What follows belongs to an exercise in optimizing a design on an open flow for small area and a short achievable clock period; a production flow would make more cautious choices.
At most, simulation tests tie the RTL to the original design; equivalence was not proved.
For runs 2 to 4, only the layout was checked, not whether the RTL still works.
The clock input has no modelled driver; a real chip could not lean on it and would need a root buffer or a full tree.

==> flow/design.v <==
module uart_circle_area (
  input         clock,
  input         reset,
  input         rx_i,
  output [7:0]  rx_data,
  output [31:0] area_o,
  output reg    rx_data_valid,
  output reg    rx_error
);
  localparam IDLE = 4'b0000, CHECK_STOP = 4'b0001, ERROR = 4'b0010;
  reg [3:0]  state;
  reg [7:0]  shift;
  reg [17:0] acc;
  reg [1:0]  vgn;
  wire       in_data = state[3];
  wire [2:0] cnt     = state[2:0];
  wire       in_cs   = (state == CHECK_STOP);
  wire       in_idle = (state == IDLE);
  always @(posedge clock) begin
    if (reset) begin
      state <= IDLE;
      shift <= 8'd0;
      rx_data_valid <= 1'b0;
      vgn <= 2'b11;
      rx_error <= 1'b0;
    end else begin
      rx_error <= (state == ERROR);
      rx_data_valid <= in_cs ? rx_i : (in_idle & rx_data_valid);
      vgn[0] <= in_cs ? ~rx_i : (~in_idle | vgn[0]);
      vgn[1] <= in_cs ? ~rx_i : (~in_idle | vgn[1]);
      if (in_data) begin
        shift <= {rx_i, shift[7:1]};
        state <= (cnt == 3'd7) ? CHECK_STOP : state + 4'd1;
      end else if (in_cs) begin
        state <= rx_i ? IDLE : ERROR;
      end else if (in_idle) begin
        if (!rx_i) state <= 4'b1000;
      end else begin
        if (rx_i) state <= IDLE;
      end
    end
  end
  wire [7:0] mask = {cnt != 3'd0, cnt > 3'd1, cnt > 3'd2, cnt > 3'd3,
                     cnt > 3'd4, cnt > 3'd5, cnt > 3'd6, 1'b0};
  wire [7:0] sp   = shift & mask;
  wire [6:0] ahi  = (cnt == 3'd0) ? 7'd0 : acc[17:11];
  wire [8:0] sum;
  wire [8:2] sc;
  assign sum[0] = ahi[0];
  assign sum[1] = ahi[1] ^ sp[1];
  assign sc[2]  = ahi[1] & sp[1];
  genvar gi;
  generate
    for (gi = 2; gi < 7; gi = gi + 1) begin : g_sadd
      kmul_fa u_fa (.a(ahi[gi]), .b(sp[gi]), .ci(sc[gi]), .s(sum[gi]), .co(sc[gi+1]));
    end
  endgenerate
  assign sum[7] = ~(sp[7] ^ sc[7]);
  assign sum[8] = sp[7] | sc[7];
  wire [17:0] area;
  wire [15:0] s = acc[17:2];
  wire s1 = s[12] ^ s[8];
  wire c2 = s[12] & s[8];
  wire s3 = s[13] ^ s[9];
  wire c4 = s[13] & s[9];
  wire s5, c6;
  kmul_fa u_s5 (.a(s[14]), .b(s[10]), .ci(s[7]), .s(s5), .co(c6));
  wire s7, c8;
  kmul_fa u_s7 (.a(s[15]), .b(s[11]), .ci(s[8]), .s(s7), .co(c8));
  wire s9 = s[12] ^ s[9];
  wire c10 = s[12] & s[9];
  wire s11 = s[13] ^ s[10];
  wire c12 = s[13] & s[10];
  wire s13 = s[14] ^ s[11];
  wire c14 = s[14] & s[11];
  wire s15 = s[15] ^ s[12];
  wire c16 = s[15] & s[12];
  wire s17 = s[15] ^ s[4];
  wire c18 = s[15] & s[4];
  wire s19 = s[7] ^ s[3];
  wire c20 = s[7] & s[3];
  wire s21 = s[8] ^ s[4];
  wire c22 = s[8] & s[4];
  wire s23, c24;
  kmul_fa u_s23 (.a(s[9]), .b(s[5]), .ci(s[2]), .s(s23), .co(c24));
  wire s25, c26;
  kmul_fa u_s25 (.a(s[10]), .b(s[6]), .ci(s[3]), .s(s25), .co(c26));
  wire s27, c28;
  kmul_fa u_s27 (.a(s[11]), .b(s[7]), .ci(s[4]), .s(s27), .co(c28));
  wire s29, c30;
  kmul_fa u_s29 (.a(s[5]), .b(s[0]), .ci(s1), .s(s29), .co(c30));
  wire s31, c32;
  kmul_fa u_s31 (.a(s[6]), .b(s3), .ci(c2), .s(s31), .co(c32));
  wire s33, c34;
  kmul_fa u_s33 (.a(s[2]), .b(s5), .ci(c4), .s(s33), .co(c34));
  wire s35, c36;
  kmul_fa u_s35 (.a(s[3]), .b(s7), .ci(c6), .s(s35), .co(c36));
  wire s37, c38;
  kmul_fa u_s37 (.a(s[4]), .b(s9), .ci(c8), .s(s37), .co(c38));
  wire s39, c40;
  kmul_fa u_s39 (.a(s[5]), .b(s11), .ci(c10), .s(s39), .co(c40));
  wire s41, c42;
  kmul_fa u_s41 (.a(s[6]), .b(s13), .ci(c12), .s(s41), .co(c42));
  wire s43, c44;
  kmul_fa u_s43 (.a(s[7]), .b(s15), .ci(c14), .s(s43), .co(c44));
  wire s45, c46;
  kmul_fa u_s45 (.a(s[13]), .b(s[8]), .ci(c16), .s(s45), .co(c46));
  wire s47 = s[14] ^ s[9];
  wire c48 = s[14] & s[9];
  wire s49 = s[15] ^ s[10];
  wire c50 = s[15] & s[10];
  wire s51 = s[13] ^ s[2];
  wire c52 = s[13] & s[2];
  wire s53 = s[12] ^ s[14];
  wire c54 = ~s[12] & s[14];
  wire s55, c56;
  kmul_fa u_s55 (.a(~s[13]), .b(s[0]), .ci(s17), .s(s55), .co(c56));
  wire s57, c58;
  kmul_fa u_s57 (.a(~s[14]), .b(s[5]), .ci(c18), .s(s57), .co(c58));
  wire s59, c60;
  kmul_fa u_s59 (.a(~s[15]), .b(s[6]), .ci(s[2]), .s(s59), .co(c60));
  wire s61, c62;
  kmul_fa u_s61 (.a(1'b1), .b(s[0]), .ci(s19), .s(s61), .co(c62));
  wire s63, c64;
  kmul_fa u_s63 (.a(1'b1), .b(s21), .ci(c20), .s(s63), .co(c64));
  wire s65, c66;
  kmul_fa u_s65 (.a(1'b1), .b(s23), .ci(c22), .s(s65), .co(c66));
  wire s67, c68;
  kmul_fa u_s67 (.a(~s[0]), .b(s25), .ci(c24), .s(s67), .co(c68));
  wire s69, c70;
  kmul_fa u_s69 (.a(1'b1), .b(s27), .ci(c26), .s(s69), .co(c70));
  wire s71, c72;
  kmul_fa u_s71 (.a(~s[2]), .b(s29), .ci(c28), .s(s71), .co(c72));
  wire s73, c74;
  kmul_fa u_s73 (.a(~s[3]), .b(s31), .ci(c30), .s(s73), .co(c74));
  wire s75, c76;
  kmul_fa u_s75 (.a(~s[4]), .b(s33), .ci(c32), .s(s75), .co(c76));
  wire s77, c78;
  kmul_fa u_s77 (.a(~s[5]), .b(s35), .ci(c34), .s(s77), .co(c78));
  wire s79, c80;
  kmul_fa u_s79 (.a(~s[6]), .b(s37), .ci(c36), .s(s79), .co(c80));
  wire s81, c82;
  kmul_fa u_s81 (.a(~s[7]), .b(s39), .ci(c38), .s(s81), .co(c82));
  wire s83, c84;
  kmul_fa u_s83 (.a(~s[8]), .b(s41), .ci(c40), .s(s83), .co(c84));
  wire s85, c86;
  kmul_fa u_s85 (.a(~s[9]), .b(s43), .ci(c42), .s(s85), .co(c86));
  wire s87, c88;
  kmul_fa u_s87 (.a(~s[10]), .b(s45), .ci(c44), .s(s87), .co(c88));
  wire s89, c90;
  kmul_fa u_s89 (.a(~s[11]), .b(s47), .ci(c46), .s(s89), .co(c90));
  wire s91, c92;
  kmul_fa u_s91 (.a(~s[12]), .b(s49), .ci(c48), .s(s91), .co(c92));
  wire s93, c94;
  kmul_fa u_s93 (.a(~s[13]), .b(s[11]), .ci(c50), .s(s93), .co(c94));
  wire s95 = s[14] ^ s[12];
  wire c96 = ~s[14] & s[12];
  wire s97 = s[15] ^ s[13];
  wire c98 = ~s[15] & s[13];
  wire p99 = s53 ^ c52;
  wire g100 = ~s53 & c52;
  wire p101 = s55 ^ c54;
  wire g102 = s55 & c54;
  wire p103 = s57 ^ c56;
  wire g104 = s57 & c56;
  wire p105 = s59 ^ c58;
  wire g106 = s59 & c58;
  wire p107 = s61 ^ c60;
  wire g108 = s61 & c60;
  wire p109 = s63 ^ c62;
  wire g110 = s63 & c62;
  wire p111 = s65 ^ c64;
  wire g112 = s65 & c64;
  wire p113 = s67 ^ c66;
  wire g114 = s67 & c66;
  wire p115 = s69 ^ c68;
  wire g116 = s69 & c68;
  wire p117 = s71 ^ c70;
  wire g118 = s71 & c70;
  wire p119 = s73 ^ c72;
  wire g120 = s73 & c72;
  wire p121 = s75 ^ c74;
  wire g122 = s75 & c74;
  wire p123 = s77 ^ c76;
  wire g124 = s77 & c76;
  wire p125 = s79 ^ c78;
  wire g126 = s79 & c78;
  wire p127 = s81 ^ c80;
  wire g128 = s81 & c80;
  wire p129 = s83 ^ c82;
  wire g130 = s83 & c82;
  wire p131 = s85 ^ c84;
  wire g132 = s85 & c84;
  wire p133 = s87 ^ c86;
  wire g134 = s87 & c86;
  wire p135 = s89 ^ c88;
  wire g136 = s89 & c88;
  wire p137 = s91 ^ c90;
  wire g138 = s91 & c90;
  wire p139 = s93 ^ c92;
  wire g140 = s93 & c92;
  wire p141 = s95 ^ c94;
  wire g142 = ~s95 & c94;
  wire p143 = s97 ^ c96;
  wire g144 = ~s97 & c96;
  wire p145 = s[14] ^ c98;
  wire g146 = ~s[14] & c98;
  wire p147 = s[15] ^ s[14];
  wire g148 = ~s[15] & s[14];
  wire G149 = ~s[10] & ~s[9];
  wire G150 = s51 | (~s51 & G149);
  wire G151 = g100 | (~p99 & G150);
  wire G152 = g102 | (p101 & G151);
  wire G153 = g104 | (p103 & G152);
  wire G154 = g106 | (p105 & G153);
  wire G155 = g108 | (p107 & G154);
  wire G156 = g110 | (p109 & G155);
  wire G157 = g112 | (p111 & G156);
  wire G158 = g114 | (p113 & G157);
  wire G159 = g116 | (p115 & G158);
  wire G160 = g118 | (p117 & G159);
  wire G161 = g120 | (p119 & G160);
  wire G162 = g124 | (p123 & g122);
  wire P163 = p123 & p121;
  wire G164 = g128 | (p127 & g126);
  wire P165 = p127 & p125;
  wire G166 = g132 | (p131 & g130);
  wire P167 = p131 & p129;
  wire G168 = g136 | (p135 & g134);
  wire P169 = p135 & p133;
  wire G170 = g140 | (p139 & g138);
  wire P171 = p139 & p137;
  wire G172 = g144 | (~p143 & g142);
  wire P173 = ~p143 & ~p141;
  wire G174 = g148 | (~p147 & g146);
  wire P175 = ~p147 & ~p145;
  wire G176 = G162 | (P163 & G161);
  wire G177 = G166 | (P167 & G164);
  wire P178 = P167 & P165;
  wire G179 = G170 | (P171 & G168);
  wire P180 = P171 & P169;
  wire G181 = G174 | (P175 & G172);
  wire P182 = P175 & P173;
  wire G183 = G177 | (P178 & G176);
  wire G184 = G181 | (P182 & G179);
  wire P185 = P182 & P180;
  wire G186 = G184 | (P185 & G183);
  wire G187 = G179 | (P180 & G183);
  wire G188 = G164 | (P165 & G176);
  wire G189 = G168 | (P169 & G183);
  wire G190 = G172 | (P173 & G187);
  wire G191 = g122 | (p121 & G161);
  wire G192 = g126 | (p125 & G176);
  wire G193 = g130 | (p129 & G188);
  wire G194 = g134 | (p133 & G183);
  wire G195 = g138 | (p137 & G189);
  wire G196 = g142 | (~p141 & G187);
  wire G197 = g146 | (~p145 & G190);
  wire x198 = p113 ^ G157;
  wire x199 = p115 ^ G158;
  wire x200 = p117 ^ G159;
  wire x201 = p119 ^ G160;
  wire x202 = p121 ^ G161;
  wire x203 = p123 ^ G191;
  wire x204 = p125 ^ G176;
  wire x205 = p127 ^ G192;
  wire x206 = p129 ^ G188;
  wire x207 = p131 ^ G193;
  wire x208 = p133 ^ G183;
  wire x209 = p135 ^ G194;
  wire x210 = p137 ^ G189;
  wire x211 = p139 ^ G195;
  wire x212 = ~p141 ^ G187;
  wire x213 = ~p143 ^ G196;
  wire x214 = ~p145 ^ G190;
  wire x215 = ~p147 ^ G197;
  assign area = {x215, x214, x213, x212, x211, x210, x209, x208, x207, x206, x205, x204, x203, x202, x201, x200, x199, x198};
  wire [17:0] keep = in_cs ? ~area : acc;
  wire [8:0]  hi0  = in_data ? {2'b00, ahi} : keep[17:9];
  wire [8:0]  lo   = in_data ? acc[10:2] : keep[8:0];
  wire        take = in_data & rx_i;
  always @(posedge clock)
    acc <= {take ? sum : hi0, lo};
  assign rx_data = shift;
  assign area_o  = {14'd0, ~(acc | {{6{~rx_data_valid}}, {6{vgn[1]}}, {6{vgn[0]}}})};
endmodule
module kmul_fa(input a, input b, input ci, output s, output co);
  assign s  = a ^ b ^ ci;
  assign co = (a & b) | (a & ci) | (b & ci);
endmodule
==> flow/flow/run.sh <==
#!/bin/bash
# The standard layout (the standard.sh: unchanged synthesis and steps) with
# these differences:
# - the port buffers that global placement puts on every input and output are
#   sky130_fd_sc_hd__buf_1 instead of the resizer's pick;
# - the tie-low cell that synthesis makes is not split into one cell per load
#   (SKIP_REPAIR_TIE_FANOUT), so the constant outputs share it;
# - after CTS, nbuf.tcl replaces the clock tree by 2 clkbuf_8 buffers, each fed
#   by the clock port and driving one placement cluster of the 34 flip-flops;
#   then the standard steps go on from global routing. The buffers are alike
#   and so are their loads, so all flip-flops see about the same clock arrival.
cp standard.sh standard.sh.txt
export BUFFER_PORTS_ARGS="-buffer_cell sky130_fd_sc_hd__buf_1"
export CTS_ARGS="-sink_clustering_enable -repair_clock_nets -buf_list sky130_fd_sc_hd__clkbuf_8 -root_buf sky130_fd_sc_hd__clkbuf_8 -dont_use_dummy_load"
export SKIP_REPAIR_TIE_FANOUT=1
bash standard.sh cts > standard_cts.log 2>&1
RES_DIR=orfs/results/sky130hd/uart_circle_area/base CLK_NET=clock NBUF=2 CLKBUF=sky130_fd_sc_hd__clkbuf_8 \
  openroad -no_init -exit flow/nbuf.tcl > nbuf.log 2>&1
bash standard.sh > standard.log 2>&1
==> flow/flow/nbuf.tcl <==
# Replace the clock tree that CTS built by NBUF clock buffers (CLKBUF), each
# driven straight from the clock port and driving one cluster of flip-flop
# clock pins (k-means on the pin positions, clusters of equal size). Reads and rewrites the CTS result.
set res $::env(RES_DIR)
set nbuf $::env(NBUF)
read_db $res/4_1_cts.odb
set db [ord::get_db]
set block [ord::get_db_block]
set clk [$block findNet $::env(CLK_NET)]
set bufs {}
set nets {}
set sinks {}
proc walk {net} {
  global bufs nets sinks
  foreach it [$net getITerms] {
    if {[$it getIoType] != "INPUT"} { continue }
    set inst [$it getInst]
    set m [[$inst getMaster] getName]
    if {[string match "sky130_fd_sc_hd__clkbuf_*" $m]} {
      lappend bufs $inst
      set on [[$inst findITerm X] getNet]
      if {$on ne "NULL"} { lappend nets $on; walk $on }
    } else {
      lappend sinks $it
    }
  }
}
walk $clk
puts "nbuf: [llength $bufs] tree buffers, [llength $sinks] sinks"
set px {}; set py {}
foreach it $sinks {
  set b [[$it getInst] getBBox]
  lappend px [expr {([$b xMin] + [$b xMax]) / 2}]
  lappend py [expr {([$b yMin] + [$b yMax]) / 2}]
}
set n [llength $sinks]
# k-means, seeded by sinks spread along x
set order [lsort -integer -indices $px]
set cx {}; set cy {}
for {set k 0} {$k < $nbuf} {incr k} {
  set i [lindex $order [expr {int(($k + 0.5) * $n / $nbuf)}]]
  lappend cx [lindex $px $i]; lappend cy [lindex $py $i]
}
# balanced k-means: each buffer gets at most ceil(n / nbuf) flip-flops
set cap [expr {($n + $nbuf - 1) / $nbuf}]
for {set iter 0} {$iter < 20} {incr iter} {
  set pairs {}
  for {set i 0} {$i < $n} {incr i} {
    for {set k 0} {$k < $nbuf} {incr k} {
      set d [expr {abs([lindex $px $i] - [lindex $cx $k]) + abs([lindex $py $i] - [lindex $cy $k])}]
      lappend pairs [list $d $i $k]
    }
  }
  set pairs [lsort -integer -index 0 $pairs]
  set asg [lrepeat $n -1]
  set fill [lrepeat $nbuf 0]
  foreach p $pairs {
    lassign $p d i k
    if {[lindex $asg $i] >= 0 || [lindex $fill $k] >= $cap} { continue }
    lset asg $i $k
    lset fill $k [expr {[lindex $fill $k] + 1}]
  }
  for {set k 0} {$k < $nbuf} {incr k} {
    set sx 0; set sy 0; set c 0
    for {set i 0} {$i < $n} {incr i} {
      if {[lindex $asg $i] == $k} { incr sx [lindex $px $i]; incr sy [lindex $py $i]; incr c }
    }
    if {$c > 0} { lset cx $k [expr {$sx / $c}]; lset cy $k [expr {$sy / $c}] }
  }
}
foreach it $sinks { $it disconnect }
foreach b $bufs {
  foreach it [$b getITerms] { $it disconnect }
  odb::dbInst_destroy $b
}
foreach nn $nets { odb::dbNet_destroy $nn }
set master [$db findMaster $::env(CLKBUF)]
for {set k 0} {$k < $nbuf} {incr k} {
  set inst [odb::dbInst_create $block $master clkbuf_${k}_clock]
  set onet [odb::dbNet_create $block clknet_${k}_clock]
  $onet setSigType CLOCK
  [$inst findITerm A] connect $clk
  [$inst findITerm X] connect $onet
  set c 0
  for {set i 0} {$i < $n} {incr i} {
    if {[lindex $asg $i] == $k} { [lindex $sinks $i] connect $onet; incr c }
  }
  $inst setLocation [lindex $cx $k] [lindex $cy $k]
  $inst setPlacementStatus PLACED
  $inst setSourceType TIMING
  puts "nbuf: buffer $k at [lindex $cx $k] [lindex $cy $k] drives $c flip-flops"
}
detailed_placement
check_placement
write_db $res/4_1_cts.odb
write_db $res/4_cts.odb
==> flow/standard.sh <==
#!/bin/bash
# synth_recipe.tcl (not shown) runs the flow's synth.tcl, then flattens the netlist and writes it again
# the make line also repeats each setting of config.mk as NAME=value (left out here)
make -C /OpenROAD-flow-scripts/flow DESIGN_CONFIG=/design/flow/config.mk WORK_HOME=/design/flow/orfs CLKGATE_MAP_FILE= SYNTH_SCRIPT=/design/flow/synth_recipe.tcl "${@:-finish}"
==> flow/config.mk <==
export PLATFORM = sky130hd
export DESIGN_NAME = uart_circle_area
export DESIGN_NICKNAME = uart_circle_area
export VERILOG_FILES = /design/flow/design.v
export SDC_FILE = /design/flow/constraint.sdc
export NUM_CORES = 4
export LEC_CHECK = 0
export ABC_AREA = 1
export CAP_MARGIN = 20
export CORE_MARGIN = 2
export CORE_UTILIZATION = 70
export PLACE_DENSITY = 0.85
export SLEW_MARGIN = 20
export SYNTH_HIERARCHICAL = 1
==> flow/constraint.sdc <==
create_clock -name core_clock -period 24.0 [get_ports {clock}]
set_input_delay 4.8000 -clock core_clock [delete_from_list [all_inputs] [get_ports {clock}]]
set_output_delay 4.8000 -clock core_clock [all_outputs]
set_load 0.01 [all_outputs]
==> results of run 1 <==
[Yosys cell counts (2+ instances only)]
cell type / instances
inv_1: 64
nand2_1: 57
fa_1: 50
ha_1: 42
nor2_1: 38
o21ai_0: 23
a21oi_1: 18
edfxtp_1: 18
dfxtp_1: 16
buf_4: 14
nand3_1: 6
xor2_1: 5
clkbuf_1: 4
o211ai_1: 3
o22ai_1: 3
a21oi_2: 2
conb_1: 2
o21ai_2: 2
or2_2: 2
xnor2_1: 2
[worst max-delay path, stage by stage (launching register included)]
cell and delay [ns]:
edfxtp_1 0.60, nor2_1 0.17, buf_1 0.16
[cells by family (layout without fill, tap and decap cells)]
logic type | Yosys count | count (layout) | share of synthesized area
buffers and inverters | 84 | 97 | 0.1032
AND/OR/NAND/NOR | 106 | 106 | 0.1168
flip-flops | 34 | 34 | 0.2406
adder cells (fa/ha/maj) | 92 | 92 | 0.4267
other | 2 | 2 | 0.002099
AO/OA/AOI/OAI | 57 | 57 | 0.09339
XOR/XNOR | 7 | 7 | 0.01714
[registers in the layout (all words and copies together) (netlist names)]
signal / count
rx_data_valid: 1
rx_error: 1
acc: 18
state: 4
shift: 8
vgn: 2
[worst paths after layout]
check | slack, ns | to | start
worst max-delay path | 18.11 | area_o[16] | acc[16]
worst min-delay path | 0.50 | rx_data_valid | rx_data_valid
worst max register to register | 18.30 | acc[15] | acc[6]
worst min register to register | 0.50 | rx_data_valid | rx_data_valid
[modules after synthesis, one instance, submodules excluded]
module / flops+latches / area [µm²]
kmul_fa: 0 / 20.02
uart_circle_area: 34 / 2796
[per-stage QoR]
stage	hold slack [ns]	setup WS, ns	instances
floorplan	0.4946	18.46	382
global placement	0.4748	18.21	463
detailed placement	0.4760	18.17	463
CTS	0.4855	17.98	468
global route	0.5218	17.98	465
finish	0.4960	18.11	465
[per-layer routing]
metal / vias to the layer above / wire, µm
met5: - / 0
met4: 0 / 117
met3: 13 / 375
met2: 73 / 4064
met1: 1256 / 2955
li1: 1216 / -
[final cells by class]
cell class,count,area (µm²)
Tap cell,70,87.58
Clock buffer,2,27.53
Multi-Input combinational cell,264,2347
Fill cell,376,1326
Inverter,64,240.2
Sequential cell,34,860.8
Timing Repair Buffer,31,120.1
==> run_results.csv, run 1 <==
group,metric,value,unit
job,cap_violations,0,
floorplan,core_area,5010,µm²
global_routing,groute.usage.overall,0.2818,
clock_network,clk_latency,0.16,ns
placement,port_buffers,30,
timing,worst_clock_skew,0.004838,ns
worst_setup_path,cp-start-kind,"flop",
synthesis,synth_top_area_cell,"fa_1",
clock_network,clk_pin_slew_worst_paths,0.11,ns
synthesis,ys_warn_count,7,
worst_setup_path,crit_fanout,8,
worst_setup_path,crit_path_end_kind,"output port",
timing,fmax,169.7,MHz
timing,setup_viol,0,
synthesis,synth.area.top_cells,"fa_1 28%, edfxtp_1 15%, ha_1 15%",
synthesis,synth_top_area_share,0.2798,
cells_and_area,final_util,0.7353,
placement,place_hpwl,6.071,mm
synthesis,synth_ff_type,"edfxtp_1",
floorplan,num_rows,26,
timing,maxSlewViolCount,0,
synthesis,ys_types,31,
worst_setup_path,worst-setup-path-type,"reg2out",
synthesis,synth-seq-area-share,0.2406,
detailed_routing,drtAntennaViolNets,0,
cells_and_area,layout-drive-gt1-share,0.03038,
worst_setup_path,ff2ff_path_depth,29,
synthesis,synth-edff-count,18,
clock_network,cts_setup_buffers,0,
global_routing,antenna_found_initial,0,
placement,gp_congestion,0.8542,
global_routing,gr-usage-met1,0.3562,
synthesis,syn_inst,382,
synthesis,synth_nets,477,
floorplan,initial_core_util,0.7140,
timing,hold_violations,0,
clock_network,cts_sinks,34,
cells_and_area,area_delta_synth_final,2.973,%
worst_setup_path,crit_arrival,1.09,ns
detailed_routing,post_drt_wl_per_cell,16.15,µm
floorplan,die_w,75.49,µm
cells_and_area,n_antenna_cell,0,
synthesis,postSynth.asyncResetShare,0,
hold_path,holdPathStages,2,
timing,fin_tns_setup,0,ns
synthesis,ys_ff_latch,34,
placement,placed_area,3656,µm²
floorplan,num_io_pins,45,
cells_and_area,final_nets,492,
global_routing,grt_max_degree,31,
global_routing,grt-busiest-layer,"met2",
worst_setup_path,required,19.20,ns
global_routing,globalRouteMet2Util,0.5169,
cells_and_area,fin_area,3684,µm²
hold_path,min_path_type,"reg2reg",
cells_and_area,final_cell_mix,"64 x inv_1, 57 x nand2_1, 50 x fa_1",
detailed_routing,drc,0,
clock_network,cts_resized,0,
cells_and_area,layout_commonest_cell,"inv_1",
global_routing,use_met3,0.03571,
floorplan,die_h,75.49,µm
timing,fin_crit,5.892,ns
timing,min_period_over_period,0.2455,
global_routing,grt_pass1_wl,11.99,mm
floorplan,die-area,5698,µm²
timing,tightest_slew,0.7324,ns
global_routing,gr-total-overflow,0,
synthesis,syn_area,3577,µm²
timing,slew_headroom,0.5112,
detailed_routing,drtIter0Drc,194,
timing,rsz0062_at_grt,"no",
detailed_routing,dr.pass1.iters,4,
outcome,outcome,"finished clean",
global_routing,grt_pass1_vias,2596,
detailed_routing,vias,2558,
synthesis,syn_area_per_cell,9.364,µm²
clock_network,postCtsHoldBufs,0,
detailed_routing,viasPerCell,5.501,
detailed_routing,wirelength,7.512,mm
==> run 2, diff against run 1 <==
--- a/flow/design.v
+++ b/flow/design.v
@@ -6,7 +6,8 @@
   output [31:0] area_o,
   output reg    rx_data_valid,
-  output reg    rx_error
+  output        rx_error
 );
-  localparam IDLE = 4'b0000, CHECK_STOP = 4'b0001, ERROR = 4'b0010;
+  localparam IDLE = 4'b0000, IDLE_E = 4'b0100, CHECK_STOP = 4'b0001,
+             ERROR = 4'b0010, ERROR_E = 4'b0011;
   reg [3:0]  state;
   reg [7:0]  shift;
@@ -16,5 +17,5 @@
   wire [2:0] cnt     = state[2:0];
   wire       in_cs   = (state == CHECK_STOP);
-  wire       in_idle = (state == IDLE);
+  wire       in_idle = (state == IDLE) | (state == IDLE_E);
   always @(posedge clock) begin
     if (reset) begin
@@ -23,7 +24,5 @@
       rx_data_valid <= 1'b0;
       vgn <= 2'b11;
-      rx_error <= 1'b0;
     end else begin
-      rx_error <= (state == ERROR);
       rx_data_valid <= in_cs ? rx_i : (in_idle & rx_data_valid);
       vgn[0] <= in_cs ? ~rx_i : (~in_idle | vgn[0]);
@@ -35,7 +34,7 @@
         state <= rx_i ? IDLE : ERROR;
       end else if (in_idle) begin
-        if (!rx_i) state <= 4'b1000;
+        state <= rx_i ? IDLE : 4'b1000;
       end else begin
-        if (rx_i) state <= IDLE;
+        state <= rx_i ? IDLE_E : ERROR_E;
       end
     end
@@ -158,17 +157,17 @@
   wire s97 = s[15] ^ s[13];
   wire c98 = ~s[15] & s[13];
-  wire p99 = s53 ^ c52;
+  wire p99 = ~s53 | c52;
   wire g100 = ~s53 & c52;
-  wire p101 = s55 ^ c54;
+  wire p101 = s55 | c54;
   wire g102 = s55 & c54;
-  wire p103 = s57 ^ c56;
+  wire p103 = s57 | c56;
   wire g104 = s57 & c56;
-  wire p105 = s59 ^ c58;
+  wire p105 = s59 | c58;
   wire g106 = s59 & c58;
-  wire p107 = s61 ^ c60;
+  wire p107 = s61 | c60;
   wire g108 = s61 & c60;
-  wire p109 = s63 ^ c62;
+  wire p109 = s63 | c62;
   wire g110 = s63 & c62;
-  wire p111 = s65 ^ c64;
+  wire p111 = s65 | c64;
   wire g112 = s65 & c64;
   wire p113 = s67 ^ c66;
@@ -210,5 +209,5 @@
   wire G149 = ~s[10] & ~s[9];
   wire G150 = s51 | (~s51 & G149);
-  wire G151 = g100 | (~p99 & G150);
+  wire G151 = g100 | (p99 & G150);
   wire G152 = g102 | (p101 & G151);
   wire G153 = g104 | (p103 & G152);
@@ -283,4 +282,5 @@
     acc <= {take ? sum : hi0, lo};
   assign rx_data = shift;
+  assign rx_error = (state == ERROR_E) | (state == IDLE_E);
   assign area_o  = {14'd0, ~(acc | {{6{~rx_data_valid}}, {6{vgn[1]}}, {6{vgn[0]}}})};
 endmodule
--- a/flow/flow/run.sh
+++ b/flow/flow/run.sh
@@ -6,5 +6,5 @@
 # - the tie-low cell that synthesis makes is not split into one cell per load
 #   (SKIP_REPAIR_TIE_FANOUT), so the constant outputs share it;
-# - after CTS, nbuf.tcl replaces the clock tree by 2 clkbuf_8 buffers, each fed
+# - after CTS, nbuf.tcl replaces the clock tree by 3 clkbuf_8 buffers, each fed
 #   by the clock port and driving one placement cluster of the 34 flip-flops;
 #   then the standard steps go on from global routing. The buffers are alike
@@ -15,5 +15,5 @@
 export SKIP_REPAIR_TIE_FANOUT=1
 bash standard.sh cts > standard_cts.log 2>&1
-RES_DIR=orfs/results/sky130hd/uart_circle_area/base CLK_NET=clock NBUF=2 CLKBUF=sky130_fd_sc_hd__clkbuf_8 \
+RES_DIR=orfs/results/sky130hd/uart_circle_area/base CLK_NET=clock NBUF=3 CLKBUF=sky130_fd_sc_hd__clkbuf_8 \
   openroad -no_init -exit flow/nbuf.tcl > nbuf.log 2>&1
 bash standard.sh > standard.log 2>&1
--- a/flow/flow/nbuf.tcl
+++ b/flow/flow/nbuf.tcl
@@ -1,5 +1,5 @@
 # Replace the clock tree that CTS built by NBUF clock buffers (CLKBUF), each
 # driven straight from the clock port and driving one cluster of flip-flop
-# clock pins (k-means on the pin positions, clusters of equal size). Reads and rewrites the CTS result.
+# clock pins (k-means on the pin positions). Reads and rewrites the CTS result.
 set res $::env(RES_DIR)
 set nbuf $::env(NBUF)
@@ -42,22 +42,13 @@
   lappend cx [lindex $px $i]; lappend cy [lindex $py $i]
 }
-# balanced k-means: each buffer gets at most ceil(n / nbuf) flip-flops
-set cap [expr {($n + $nbuf - 1) / $nbuf}]
 for {set iter 0} {$iter < 20} {incr iter} {
-  set pairs {}
+  set asg {}
   for {set i 0} {$i < $n} {incr i} {
+    set best 0; set bd -1
     for {set k 0} {$k < $nbuf} {incr k} {
       set d [expr {abs([lindex $px $i] - [lindex $cx $k]) + abs([lindex $py $i] - [lindex $cy $k])}]
-      lappend pairs [list $d $i $k]
+      if {$bd < 0 || $d < $bd} { set bd $d; set best $k }
     }
-  }
-  set pairs [lsort -integer -index 0 $pairs]
-  set asg [lrepeat $n -1]
-  set fill [lrepeat $nbuf 0]
-  foreach p $pairs {
-    lassign $p d i k
-    if {[lindex $asg $i] >= 0 || [lindex $fill $k] >= $cap} { continue }
-    lset asg $i $k
-    lset fill $k [expr {[lindex $fill $k] + 1}]
+    lappend asg $best
   }
   for {set k 0} {$k < $nbuf} {incr k} {
--- a/flow/config.mk
+++ b/flow/config.mk
@@ -9,6 +9,5 @@
 export CAP_MARGIN = 20
 export CORE_MARGIN = 2
-export CORE_UTILIZATION = 70
-export PLACE_DENSITY = 0.85
+export CORE_UTILIZATION = 40
 export SLEW_MARGIN = 20
 export SYNTH_HIERARCHICAL = 1
==> run 2 against run 1 <==
Compared with the run above: still clean on timing, DRC and antenna; clock skew up 0.016 ns; clock-buffer cell count is 1 higher; via count is 1.8% lower; worst hold slack worse by 0.0063 ns; final cell count grew 10%; synthesized cell count increased by 2.1%; critical path depth up 5; largest cell class unchanged.
==> run_results.csv, run 2 <==
group,metric,value,unit
clock_network,cts_resized,0,
worst_setup_path,crit_fanout,6,
worst_setup_path,crit_arrival,1.49,ns
synthesis,synth-edff-count,18,
worst_setup_path,path_delay_family,"buffers and inverters",
global_routing,grt_pass1_wl,12.67,mm
timing,setup_viol,0,
detailed_routing,vias,2512,
synthesis,ys_warn_count,7,
synthesis,synth_nets,478,
global_routing,grt-busiest-layer,"met2",
worst_setup_path,crit_path_end_kind,"output port",
cells_and_area,n_antenna_cell,0,
detailed_routing,drtAntennaViolNets,0,
timing,fin_tns_setup,0,ns
timing,fin_crit,6.290,ns
global_routing,grt_max_degree,29,
synthesis,synth_most_common_cell,"inv_1",
worst_setup_path,path_cells,"inv_1, ha_1, inv_1, nor2_1, inv_1, o21ai_0, buf_1",
synthesis,postSynth.asyncResetShare,0,
timing,min_period_over_period,0.2621,
synthesis,synth_top_area_share,0.2807,
synthesis,synth_top_area_cell,"fa_1",
cells_and_area,fill_cells,861,
synthesis,synth-seq-area-share,0.2358,
worst_setup_path,slowest_delay,0.37,ns
hold_path,min_path_type,"reg2reg",
synthesis,syn_area,3566,µm²
global_routing,groute.usage.overall,0.1641,
synthesis,synth.area.top_cells,"fa_1 28%, edfxtp_1 15%, ha_1 12%",
detailed_routing,post_drt_wl_per_cell,14.52,µm
synthesis,ys_ff_latch,33,
detailed_routing,viasPerCell,4.897,
floorplan,die_w,98.42,µm
cells_and_area,layout-drive-gt1-share,0.03951,
timing,worst_clock_skew,0.02078,ns
floorplan,die-area,9687,µm²
cells_and_area,area_delta_synth_final,4.526,%
synthesis,synth_ff_type,"edfxtp_1",
floorplan,num_io_pins,45,
placement,gp_congestion,0.8664,
worst_setup_path,worst-setup-path-type,"reg2out",
worst_setup_path,crit_top_cell,"inv_1",
timing,maxSlewViolCount,0,
floorplan,initial_core_util,0.4109,
cells_and_area,final_nets,495,
detailed_routing,drc,0,
placement,port_buffers,30,
cells_and_area,largest_reg_flops,18,
detailed_routing,drtIter0Drc,88,
job,cap_violations,0,
synthesis,syn_area_per_cell,9.143,µm²
global_routing,antenna_found_initial,0,
floorplan,num_rows,34,
detailed_routing,dr.pass1.iters,4,
global_routing,grt_pass1_vias,2567,
global_routing,use_met3,0.02624,
synthesis,syn_inst,390,
clock_network,postCtsHoldBufs,0,
cells_and_area,final_cell_mix,"65 x inv_1, 53 x nand2_1, 50 x nor2_1, 50 x fa_1, 35 x ha_1",
synthesis,synth_top_cells_by_count,"65 x inv_1, 53 x nand2_1, 50 x fa_1, 50 x nor2_1, 35 x ha_1",
timing,rsz0062_at_grt,"no",
cells_and_area,multi_input_area,2325,µm²
worst_setup_path,required,19.20,ns
cells_and_area,regMostFlops,"acc",
cells_and_area,largestRegisters,"acc: 18 flops, shift: 8 flops, state: 4 flops",
global_routing,gr-usage-met1,0.2208,
timing,hold_violations,0,
synthesis,ys_types,38,
cells_and_area,layout_commonest_cell,"inv_1",
outcome,outcome,"finished clean",
global_routing,gr-total-overflow,0,
placement,place_hpwl,6.105,mm
timing,fmax,159.0,MHz
floorplan,die_h,98.42,µm
worst_setup_path,critPathBufInv,4,
clock_network,cts_sinks,33,
global_routing,globalRouteMet2Util,0.2821,
clock_network,cts_setup_buffers,0,
detailed_routing,wirelength,7.450,mm
worst_setup_path,slowest_stage,"dfxtp_1",
floorplan,core_area,8678,µm²
clock_network,clk_pin_slew_worst_paths,0.08,ns
cells_and_area,final_util,0.4295,
worst_setup_path,cp-start-kind,"flop",
cells_and_area,seq_area,840.8,µm²
clock_network,clk_latency,0.14,ns
run 2: changes by cell type after synthesis, sizes merged, moves of 3 or more:
cell / before / now
clkbuf: 4 / 1
nor2: 38 / 51
ha: 42 / 35
inv: 64 / 68
nand2: 58 / 55
a21oi: 20 / 17
run 2: path summary, 6_finish.rpt:
check / start / to / slack (ns) / cells after the start
setup / recovery: state[0] / rx_error / 17.71 / 7
hold / removal: rx_data_valid / rx_data_valid / 0.49 / 2
setup reg to reg: acc[7] / acc[14] / 18.81 / 19
hold reg to reg: rx_data_valid / rx_data_valid / 0.49 / 2
run 2: final cells by class:
cell class / count / share of cell area
Clock buffer: 3 / 0.01108
Inverter: 68 / 0.07116
Multi-Input combinational cell: 270 / 0.6237
Sequential cell: 33 / 0.2256
Tap cell: 108 / 0.03625
Timing Repair Buffer: 31 / 0.03223
run 2: stage by stage:
step	area, µm²	cells	hold slack (ns)	worst slack [ns]
3_3_place_gp	3686	510	0.4777	17.95
6_report	3727	513	0.4897	17.71
2_1_floorplan	3566	390	0.4960	18.03
3_5_place_dp	3686	510	0.4757	17.90
5_1_grt	3727	513	0.5032	17.54
4_1_cts	3755	515	0.4868	17.57
run 2: worst register-to-register path, delay by kind of cell, from the launching register on:
| kind | cells | cell delay (ns) |
|---|---|---|
| simple gates | 7 | 0.67 |
| buf+inv | 1 | 0.05 |
| fa+ha+maj | 7 | 3.09 |
| compound gates | 4 | 0.51 |
| flops | 1 | 0.64 |
run 2: per-module statistics from Yosys (local to each module, per instance):
| module | cells | area [µm²] | times used | flip-flops and latches |
|---|---|---|---|---|
| kmul_fa | 1 | 20.02 | 39 | 0 |
| uart_circle_area | 351 | 2785 | 1 | 33 |
run 2: per-layer routing:
metal / part of all wire / wire (µm)
met1: 0.46 / 3400
met2: 0.50 / 3729
met3: 0.030 / 227
met4: 0.012 / 92
met5: 0 / 0
run 2: logic make-up (layout without fill, tap and decap cells):
logic type / count (synthesis) / count (layout) / synth area share
compound gates: 58 / 58 / 0.09333
xor+xnor: 6 / 6 / 0.01474
fa+ha+maj: 85 / 85 / 0.4035
buf+inv: 87 / 102 / 0.1123
flops: 33 / 33 / 0.2358
other cells: 2 / 2 / 0.002106
simple gates: 119 / 119 / 0.1382
==> run 3, diff against run 2 <==
--- a/flow/design.v
+++ b/flow/design.v
@@ -13,5 +13,5 @@
   reg [7:0]  shift;
   reg [17:0] acc;
-  reg [1:0]  vgn;
+  reg        vgn;
   wire       in_data = state[3];
   wire [2:0] cnt     = state[2:0];
@@ -23,9 +23,8 @@
       shift <= 8'd0;
       rx_data_valid <= 1'b0;
-      vgn <= 2'b11;
+      vgn <= 1'b1;
     end else begin
       rx_data_valid <= in_cs ? rx_i : (in_idle & rx_data_valid);
-      vgn[0] <= in_cs ? ~rx_i : (~in_idle | vgn[0]);
-      vgn[1] <= in_cs ? ~rx_i : (~in_idle | vgn[1]);
+      vgn <= in_cs ? ~rx_i : (~in_idle | vgn);
       if (in_data) begin
         shift <= {rx_i, shift[7:1]};
@@ -283,5 +282,5 @@
   assign rx_data = shift;
   assign rx_error = (state == ERROR_E) | (state == IDLE_E);
-  assign area_o  = {14'd0, ~(acc | {{6{~rx_data_valid}}, {6{vgn[1]}}, {6{vgn[0]}}})};
+  assign area_o  = {14'd0, ~(acc | {18{vgn}})};
 endmodule
 module kmul_fa(input a, input b, input ci, output s, output co);
==> run 3 against run 2 <==
Compared with the run above: still clean; worst hold slack worse by 0.018 ns; final area down 0.91%; area after synthesis down 0.49%; first-iteration DRC count up 24%; non-clock buffer count down 1; die area down 0.48%; clock skew down 0.013 ns; highest routed layer unchanged.
==> run_results.csv, run 3 <==
group,metric,value,unit
placement,gp_congestion,0.8657,
detailed_routing,drtIter0Drc,109,
synthesis,synth_nets,477,
cells_and_area,largestRegisters,"acc: 18 flops, shift: 8 flops, state: 4 flops",
synthesis,ys_warn_count,7,
worst_setup_path,crit_arrival,1.78,ns
worst_setup_path,critPathBufInv,2,
detailed_routing,drc,0,
synthesis,synth_top_area_cell,"fa_1",
timing,tightest_slew,1.013,ns
timing,maxSlewViolCount,0,
cells_and_area,final_nets,491,
clock_network,clk_latency,0.14,ns
clock_network,cts_sinks,32,
cells_and_area,n_antenna_cell,0,
global_routing,antenna_found_initial,0,
outcome,outcome,"finished clean",
cells_and_area,layout-drive-gt1-share,0.03741,
worst_setup_path,cp-start-kind,"flop",
worst_setup_path,slowest_stage,"dfxtp_1",
cells_and_area,area_delta_synth_final,4.090,%
floorplan,core_area,8678,µm²
detailed_routing,drtAntennaViolNets,0,
cells_and_area,fill_cells,880,
floorplan,num_rows,34,
timing,fin_crit,6.582,ns
cells_and_area,final_cell_mix,"68 x inv_1, 50 x fa_1, 49 x nand2_1",
timing,min_period_over_period,0.2743,
synthesis,syn_inst,389,
synthesis,synth-edff-count,18,
floorplan,die-area,9640,µm²
floorplan,num_io_pins,45,
synthesis,synth_ff_type,"edfxtp_1",
detailed_routing,viasPerCell,4.945,
global_routing,grt_pass1_vias,2567,
cells_and_area,multi_input_area,2318,µm²
detailed_routing,wirelength,7.654,mm
worst_setup_path,slowest_delay,0.99,ns
timing,fmax,151.9,MHz
detailed_routing,dr.pass1.iters,4,
timing,hold_violations,0,
worst_setup_path,crit_path_end_kind,"output port",
clock_network,cts_resized,0,
worst_setup_path,worst-setup-path-type,"reg2out",
detailed_routing,post_drt_wl_per_cell,15.04,µm
clock_network,cts_setup_buffers,0,
clock_network,postCtsHoldBufs,0,
cells_and_area,final_util,0.4256,
worst_setup_path,path_delay_family,"flip-flops",
synthesis,postSynth.asyncResetShare,0,
synthesis,synth_top_cells_by_count,"68 x inv_1, 50 x fa_1, 49 x nand2_1",
cells_and_area,seq_area,820.8,µm²
cells_and_area,regMostFlops,"acc",
timing,fin_tns_setup,0,ns
cells_and_area,largest_reg_flops,18,
synthesis,synth_top_area_share,0.2821,
hold_path,min_path_type,"reg2reg",
synthesis,synth.area.top_cells,"fa_1 28%, edfxtp_1 15%, ha_1 12%",
synthesis,ys_types,36,
global_routing,grt_max_degree,29,
synthesis,synth-seq-area-share,0.2313,
global_routing,gr-total-overflow,0,
floorplan,initial_core_util,0.4089,
detailed_routing,vias,2517,
timing,whs,0.4718,ns
floorplan,die_h,98.19,µm
placement,port_buffers,30,
synthesis,syn_area,3548,µm²
worst_setup_path,required,19.20,ns
synthesis,syn_area_per_cell,9.122,µm²
timing,worst_clock_skew,0.008244,ns
placement,place_hpwl,6.256,mm
synthesis,ys_ff_latch,32,
cells_and_area,layout_commonest_cell,"inv_1",
timing,rsz0062_at_grt,"no",
timing,setup_viol,0,
timing,slew_headroom,0.3240,
global_routing,groute.usage.overall,0.1704,
job,cap_violations,0,
synthesis,synth_most_common_cell,"inv_1",
global_routing,grt_pass1_wl,13.13,mm
worst_setup_path,path_cells,"inv_4, nand3_1, o21ai_0, buf_1",
floorplan,die_w,98.19,µm
worst_setup_path,crit_fanout,28,
clock_network,clk_pin_slew_worst_paths,0.08,ns
[run 3: logic make-up (layout without fill, tap and decap cells)]
group	count (synthesis)	after routing	share of synthesized area
simple gates	118	118	0.1446
other cells	2	2	0.002116
xor+xnor	5	5	0.01234
fa+ha+maj	85	85	0.4055
buf+inv	91	103	0.1153
compound gates	56	56	0.08886
flops	32	32	0.2313
[run 3: cell type report]
type                       count  share of cell area
timing repair buffer          30             0.03049
clock buffer                   3             0.01118
tap                          108             0.03659
multi-input combinational    266              0.6277
inverter                      70             0.07182
sequential                    32              0.2222
[run 3: worst reg2reg max path: stages (launching register included)]
cell      delay [ns]
edfxtp_1        0.65
fa_1            0.52
fa_1            0.51
inv_1           0.05
o22ai_1         0.14
inv_1           0.05
nand2_1         0.07
nand2_1         0.07
fa_1            0.38
fa_1            0.39
fa_1            0.40
fa_1            0.42
nand3b_1        0.18
o211ai_1        0.15
nand2_1         0.09
nand2_1         0.16
nand2_1         0.07
nand2_1         0.08
a21boi_1        0.10
fa_1            0.39
xor2_1          0.19
o22ai_1         0.08
[run 3: metrics by stage]
step                      setup WS (ns)  instance area [µm²]  instances
after floorplan                   18.09                 3548        389
after global placement            17.63                 3652        506
after detailed placement          17.57                 3652        506
after CTS                         17.27                 3721        511
after global routing              17.17                 3694        509
final                             17.42                 3694        509
[run 3: path summary, 6_finish.rpt]
kind	start	endpoint	slack [ns]	depth (start not counted)
worst min-delay path	rx_data_valid	rx_data_valid	0.47	2
worst max-delay path	state[3]	rx_error	17.42	4
worst min register to register	rx_data_valid	rx_data_valid	0.47	2
worst max register to register	acc[7]	acc[17]	18.59	21
[run 3: layer usage]
layer / vias up / global-route usage / part of all wire
li1: 1238 / - / -
met1: 1228 / 0.2447 / 0.46
met2: 48 / 0.2882 / 0.50
met3: 3 / 0.02147 / 0.037
met4: 0 / 0.01897 / 0.0038
met5: - / 0 / 0
[run 3: Yosys stat by module (local to each module, per instance)]
module / area (µm²) / flip-flops and latches
kmul_fa: 20.02 / 0
uart_circle_area: 2768 / 32
==> run 4, diff against run 3 <==
--- a/flow/design.v
+++ b/flow/design.v
@@ -6,16 +6,15 @@
   output [31:0] area_o,
   output reg    rx_data_valid,
-  output        rx_error
+  output reg    rx_error
 );
-  localparam IDLE = 4'b0000, IDLE_E = 4'b0100, CHECK_STOP = 4'b0001,
-             ERROR = 4'b0010, ERROR_E = 4'b0011;
+  localparam IDLE = 4'b0000, CHECK_STOP = 4'b0001, ERROR = 4'b0010;
   reg [3:0]  state;
   reg [7:0]  shift;
   reg [17:0] acc;
-  reg        vgn;
+  reg [1:0]  vgn;
   wire       in_data = state[3];
   wire [2:0] cnt     = state[2:0];
   wire       in_cs   = (state == CHECK_STOP);
-  wire       in_idle = (state == IDLE) | (state == IDLE_E);
+  wire       in_idle = (state == IDLE);
   always @(posedge clock) begin
     if (reset) begin
@@ -23,8 +22,11 @@
       shift <= 8'd0;
       rx_data_valid <= 1'b0;
-      vgn <= 1'b1;
+      vgn <= 2'b11;
+      rx_error <= 1'b0;
     end else begin
+      rx_error <= (state == ERROR);
       rx_data_valid <= in_cs ? rx_i : (in_idle & rx_data_valid);
-      vgn <= in_cs ? ~rx_i : (~in_idle | vgn);
+      vgn[0] <= in_cs ? ~rx_i : (~in_idle | vgn[0]);
+      vgn[1] <= in_cs ? ~rx_i : (~in_idle | vgn[1]);
       if (in_data) begin
         shift <= {rx_i, shift[7:1]};
@@ -33,7 +35,7 @@
         state <= rx_i ? IDLE : ERROR;
       end else if (in_idle) begin
-        state <= rx_i ? IDLE : 4'b1000;
+        if (!rx_i) state <= 4'b1000;
       end else begin
-        state <= rx_i ? IDLE_E : ERROR_E;
+        if (rx_i) state <= IDLE;
       end
     end
@@ -156,17 +158,17 @@
   wire s97 = s[15] ^ s[13];
   wire c98 = ~s[15] & s[13];
-  wire p99 = ~s53 | c52;
+  wire p99 = s53 ^ c52;
   wire g100 = ~s53 & c52;
-  wire p101 = s55 | c54;
+  wire p101 = s55 ^ c54;
   wire g102 = s55 & c54;
-  wire p103 = s57 | c56;
+  wire p103 = s57 ^ c56;
   wire g104 = s57 & c56;
-  wire p105 = s59 | c58;
+  wire p105 = s59 ^ c58;
   wire g106 = s59 & c58;
-  wire p107 = s61 | c60;
+  wire p107 = s61 ^ c60;
   wire g108 = s61 & c60;
-  wire p109 = s63 | c62;
+  wire p109 = s63 ^ c62;
   wire g110 = s63 & c62;
-  wire p111 = s65 | c64;
+  wire p111 = s65 ^ c64;
   wire g112 = s65 & c64;
   wire p113 = s67 ^ c66;
@@ -208,5 +210,5 @@
   wire G149 = ~s[10] & ~s[9];
   wire G150 = s51 | (~s51 & G149);
-  wire G151 = g100 | (p99 & G150);
+  wire G151 = g100 | (~p99 & G150);
   wire G152 = g102 | (p101 & G151);
   wire G153 = g104 | (p103 & G152);
@@ -219,6 +221,6 @@
   wire G160 = g118 | (p117 & G159);
   wire G161 = g120 | (p119 & G160);
-  wire G162 = g124 | (p123 & g122);
-  wire P163 = p123 & p121;
+  wire G162 = g122 | (p121 & G161);
+  wire G163 = g124 | (p123 & G162);
   wire G164 = g128 | (p127 & g126);
   wire P165 = p127 & p125;
@@ -233,45 +235,39 @@
   wire G174 = g148 | (~p147 & g146);
   wire P175 = ~p147 & ~p145;
-  wire G176 = G162 | (P163 & G161);
-  wire G177 = G166 | (P167 & G164);
-  wire P178 = P167 & P165;
-  wire G179 = G170 | (P171 & G168);
-  wire P180 = P171 & P169;
-  wire G181 = G174 | (P175 & G172);
-  wire P182 = P175 & P173;
-  wire G183 = G177 | (P178 & G176);
-  wire G184 = G181 | (P182 & G179);
-  wire P185 = P182 & P180;
-  wire G186 = G184 | (P185 & G183);
-  wire G187 = G179 | (P180 & G183);
-  wire G188 = G164 | (P165 & G176);
-  wire G189 = G168 | (P169 & G183);
-  wire G190 = G172 | (P173 & G187);
-  wire G191 = g122 | (p121 & G161);
-  wire G192 = g126 | (p125 & G176);
-  wire G193 = g130 | (p129 & G188);
-  wire G194 = g134 | (p133 & G183);
-  wire G195 = g138 | (p137 & G189);
-  wire G196 = g142 | (~p141 & G187);
-  wire G197 = g146 | (~p145 & G190);
-  wire x198 = p113 ^ G157;
-  wire x199 = p115 ^ G158;
-  wire x200 = p117 ^ G159;
-  wire x201 = p119 ^ G160;
-  wire x202 = p121 ^ G161;
-  wire x203 = p123 ^ G191;
-  wire x204 = p125 ^ G176;
-  wire x205 = p127 ^ G192;
-  wire x206 = p129 ^ G188;
-  wire x207 = p131 ^ G193;
-  wire x208 = p133 ^ G183;
-  wire x209 = p135 ^ G194;
-  wire x210 = p137 ^ G189;
-  wire x211 = p139 ^ G195;
-  wire x212 = ~p141 ^ G187;
-  wire x213 = ~p143 ^ G196;
-  wire x214 = ~p145 ^ G190;
-  wire x215 = ~p147 ^ G197;
-  assign area = {x215, x214, x213, x212, x211, x210, x209, x208, x207, x206, x205, x204, x203, x202, x201, x200, x199, x198};
+  wire G176 = G164 | (P165 & G163);
+  wire G177 = G168 | (P169 & G166);
+  wire P178 = P169 & P167;
+  wire G179 = G172 | (P173 & G170);
+  wire P180 = P173 & P171;
+  wire G181 = G177 | (P178 & G176);
+  wire G182 = G179 | (P180 & G181);
+  wire G183 = G166 | (P167 & G176);
+  wire G184 = G170 | (P171 & G181);
+  wire G185 = G174 | (P175 & G182);
+  wire G186 = g126 | (p125 & G163);
+  wire G187 = g130 | (p129 & G176);
+  wire G188 = g134 | (p133 & G183);
+  wire G189 = g138 | (p137 & G181);
+  wire G190 = g142 | (~p141 & G184);
+  wire G191 = g146 | (~p145 & G182);
+  wire x192 = p113 ^ G157;
+  wire x193 = p115 ^ G158;
+  wire x194 = p117 ^ G159;
+  wire x195 = p119 ^ G160;
+  wire x196 = p121 ^ G161;
+  wire x197 = p123 ^ G162;
+  wire x198 = p125 ^ G163;
+  wire x199 = p127 ^ G186;
+  wire x200 = p129 ^ G176;
+  wire x201 = p131 ^ G187;
+  wire x202 = p133 ^ G183;
+  wire x203 = p135 ^ G188;
+  wire x204 = p137 ^ G181;
+  wire x205 = p139 ^ G189;
+  wire x206 = ~p141 ^ G184;
+  wire x207 = ~p143 ^ G190;
+  wire x208 = ~p145 ^ G182;
+  wire x209 = ~p147 ^ G191;
+  assign area = {x209, x208, x207, x206, x205, x204, x203, x202, x201, x200, x199, x198, x197, x196, x195, x194, x193, x192};
   wire [17:0] keep = in_cs ? ~area : acc;
   wire [8:0]  hi0  = in_data ? {2'b00, ahi} : keep[17:9];
@@ -281,6 +277,5 @@
     acc <= {take ? sum : hi0, lo};
   assign rx_data = shift;
-  assign rx_error = (state == ERROR_E) | (state == IDLE_E);
-  assign area_o  = {14'd0, ~(acc | {18{vgn}})};
+  assign area_o  = {14'd0, ~(acc | {{6{~rx_data_valid}}, {6{vgn[1]}}, {6{vgn[0]}}})};
 endmodule
 module kmul_fa(input a, input b, input ci, output s, output co);
--- a/flow/config.mk
+++ b/flow/config.mk
@@ -9,5 +9,6 @@
 export CAP_MARGIN = 20
 export CORE_MARGIN = 2
-export CORE_UTILIZATION = 40
+export CORE_UTILIZATION = 70
+export PLACE_DENSITY = 0.85
 export SLEW_MARGIN = 20
 export SYNTH_HIERARCHICAL = 1
==> run 4 against run 3 <==
Compared with the run above: first-iteration DRC count grew 18%; synthesized cell count down 4.1%; die area down 41%; utilization up 34 points; worst hold slack better by 0.037 ns; critical path depth grew 24; critical path type is now reg2reg; critical endpoint is now acc[17].
==> run_results.csv, run 4 <==
group,metric,value,unit
job,cap_violations,0,
cells_and_area,fill_cells,349,
timing,setup_viol,0,
timing,rsz0062_at_grt,"no",
detailed_routing,drtIter0Drc,129,
floorplan,num_rows,25,
detailed_routing,post_drt_wl_per_cell,16.70,µm
worst_setup_path,path_delay_family,"adder cells",
synthesis,synth_top_area_share,0.2861,
synthesis,synth_top_area_cell,"fa_1",
cells_and_area,largest_reg_flops,18,
hold_path,holdCritStartpoint,"shift[7]",
cells_and_area,fin_cells,455,
synthesis,synth-edff-count,18,
floorplan,initial_core_util,0.7408,
timing,slew_headroom,0.4701,
timing,whs,0.5089,ns
synthesis,synth-seq-area-share,0.2412,
timing,hold_violations,0,
detailed_routing,top_layer,"met4",
detailed_routing,drtAntennaViolNets,0,
clock_network,clk_latency,0.17,ns
worst_setup_path,crit_top_cell,"nand2_1",
hold_path,holdPathStages,2,
synthesis,ys_types,37,
placement,place_hpwl,6.099,mm
detailed_routing,drt-met1-wl,3.035,mm
synthesis,syn_area_per_cell,9.567,µm²
placement,placedCellCount,452,
worst_setup_path,required,23.92,ns
synthesis,ys_warn_count,7,
cells_and_area,final_util,0.7652,
clock_network,clk_pin_slew_worst_paths,0.11,ns
placement,gp_congestion,0.8447,
timing,min_period_over_period,0.2579,
synthesis,postSynth.asyncResetShare,0,
detailed_routing,drc,0,
floorplan,core_area,4817,µm²
floorplan,die_h,75.40,µm
cells_and_area,final_nets,484,
worst_setup_path,r2r_setup_slack,17.81,ns
cells_and_area,layout-drive-gt1-share,0.04381,
cells_and_area,final_cell_mix,"58 x inv_1, 56 x nand2_1, 51 x fa_1",
cells_and_area,layout_commonest_cell,"inv_1",
floorplan,num_io_pins,45,
synthesis,synth_nets,467,
detailed_routing,wl_met2,4.083,mm
placement,port_buffers,30,
detailed_routing,viasPerCell,5.681,
worst_setup_path,worst-setup-path-type,"reg2reg",
hold_path,min_to,"shift[6]",
global_routing,grt_pass1_wl,12.85,mm
timing,fin_tns_setup,0,ns
outcome,outcome,"finished clean",
worst_setup_path,crit_arrival,6.11,ns
global_routing,grt_max_degree,28,
global_routing,antenna_found_initial,0,
floorplan,die_w,75.40,µm
synthesis,synth.area.top_cells,"fa_1 29%, edfxtp_1 15%, ha_1 14%",
worst_setup_path,cp-start-kind,"flop",
worst_setup_path,ff2ff_path_depth,28,
synthesis,synth_most_common_cell,"inv_1",
timing,worst_clock_skew,0.07115,ns
global_routing,gr-total-overflow,0,
worst_setup_path,slowest_delay,0.55,ns
cells_and_area,largestRegisters,"acc: 18 flops, shift: 8 flops, state: 4 flops",
synthesis,syn_inst,373,
worst_setup_path,crit_path_end_kind,"flop",
hold_path,min_path_type,"reg2reg",
synthesis,synth_ff_type,"edfxtp_1",
clock_network,cts_resized,0,
timing,fin_crit,6.190,ns
synthesis,synth_top_cells_by_count,"58 x inv_1, 56 x nand2_1, 51 x fa_1",
worst_setup_path,rr_endpoint,"acc[17]",
synthesis,ys_ff_latch,34,
clock_network,postCtsHoldBufs,0,
detailed_routing,vias,2585,
global_routing,groute.usage.overall,0.3082,
detailed_routing,dr.pass1.iters,5,
clock_network,cts_setup_buffers,0,
worst_setup_path,crit_fanout,7,
global_routing,grt_pass1_vias,2718,
timing,fmax,161.6,MHz
timing,maxSlewViolCount,0,
cells_and_area,n_antenna_cell,0,
floorplan,die-area,5685,µm²
timing,tightest_slew,0.7900,ns
worst_setup_path,slowest_stage,"edfxtp_1",
synthesis,syn_area,3568,µm²
detailed_routing,wl_met3,296,µm
cells_and_area,regMostFlops,"acc",
detailed_routing,wirelength,7.597,mm
clock_network,cts_sinks,34,
worst_setup_path,r2r_start,"acc[17]",
cells_and_area,area_delta_synth_final,3.296,%
worst_setup_path,critPathBufInv,0,
[run 4: changes by cell type after synthesis, sizes merged, moves of 2 or more]
cell and change:
buf -5, dfxtp +2, nor3 +2, or2 -4, clkbuf +3, nor2 -9
a21oi -4, nand2 +8, ha +5, o22ai -4, o21ai +3, inv -9
nand3 -8
[run 4: worst max-delay path by stage]
| stage | startpoint | endpoint | slack (ns) | depth (start not counted) |
|---|---|---|---|---|
| after CTS | acc[17] | acc[17] | 17.81 | 28 |
| after detailed placement | acc[17] | acc[17] | 17.83 | 28 |
| final | acc[17] | acc[17] | 17.81 | 28 |
| after global routing | acc[17] | acc[17] | 17.44 | 28 |
| after floorplan | acc[17] | acc[17] | 18.16 | 28 |
| after global placement | acc[17] | acc[17] | 17.96 | 28 |
[run 4: modules after synthesis (local to each module, per instance)]
module,cell area (µm²),flops+latches,cells inside
kmul_fa,20.02,0,1
uart_circle_area,2788,34,334
[run 4: cell type report]
class	instances	area [µm²]	share of cell area
repair buffers	31	120.1	0.03259
well taps	67	83.83	0.02274
flip-flops and latches	34	860.8	0.2335
clock buffers	3	41.29	0.01120
multi-input cells	258	2347	0.6368
inverters	62	232.7	0.06314
[run 4: kinds of logic (layout without fill, tap and decap cells)]
| logic type | Yosys count | after routing | synth area share |
|---|---|---|---|
| AND/OR/NAND/NOR | 105 | 105 | 0.1199 |
| AO/OA/AOI/OAI | 52 | 52 | 0.08906 |
| buffers and inverters | 81 | 96 | 0.1010 |
| multiplexers | 1 | 1 | 0.003155 |
| adder cells (fa/ha/maj) | 91 | 91 | 0.4264 |
| flip-flops | 34 | 34 | 0.2412 |
| XOR/XNOR | 7 | 7 | 0.01718 |
| other | 2 | 2 | 0.002105 |
[run 4: metrics by stage]
step | setup slack (ns) | instance area, µm²
after floorplan | 18.16 | 3568
after global placement | 17.96 | 3645
after detailed placement | 17.83 | 3645
after CTS | 17.81 | 3714
after global routing | 17.44 | 3686
final | 17.81 | 3686
[run 4: layer usage]
layer / global-route usage / vias to the layer above
met5: 0 / -
met1: 0.3856 / 1282
li1: - / 1197
met4: 0.1170 / 0
met3: 0.03836 / 21
met2: 0.5478 / 85
[run 4: tightest hold or removal path, delay by kind of cell (launching register included)]
kind                   cells  cell delay [ns]
AOI/OAI and AO/OA          1             0.06
buffers and inverters      1             0.08
DFF                        1             0.34

==> re-timing with driven ports <==
The flow's constraints put no driver on any port. The routed layouts listed below were extracted and timed again, unchanged, in two steps. Step 1 (the two cells are an assumption about what drives the block):
set clk [get_ports {clock}]
set_driving_cell -lib_cell sky130_fd_sc_hd__clkbuf_16 $clk
set_driving_cell -lib_cell sky130_fd_sc_hd__buf_2 [delete_from_list [all_inputs] $clk]
Step 2 also shifts input and output timing later by t, the mid clock arrival at the registers, as if the neighbouring blocks saw the same clock. Slacks: no drivers / after step 1 / after step 2; pairs: no drivers / after step 1.
| run | shift t [ns] | setup WS [ns] | worst setup path at the end | clock arrival spread, ns | cell pins on the clock port's net |
|---|---|---|---|---|---|
| run 1 | 0.199 | 18.108 / 18.072 / 18.118 | input to register | 0.005 / 0.004 | 2 |
| run 2 | 0.185 | 17.710 / 17.659 / 17.844 | register to output | 0.021 / 0.020 | 3 |
| run 3 | 0.183 | 17.418 / 17.372 / 17.555 | register to output | 0.009 / 0.008 | 3 |
| run 4 | 0.177 | 17.810 / 17.810 / 17.810 | register to register | 0.071 / 0.071 | 3 |
After both steps every run listed still meets setup and hold.
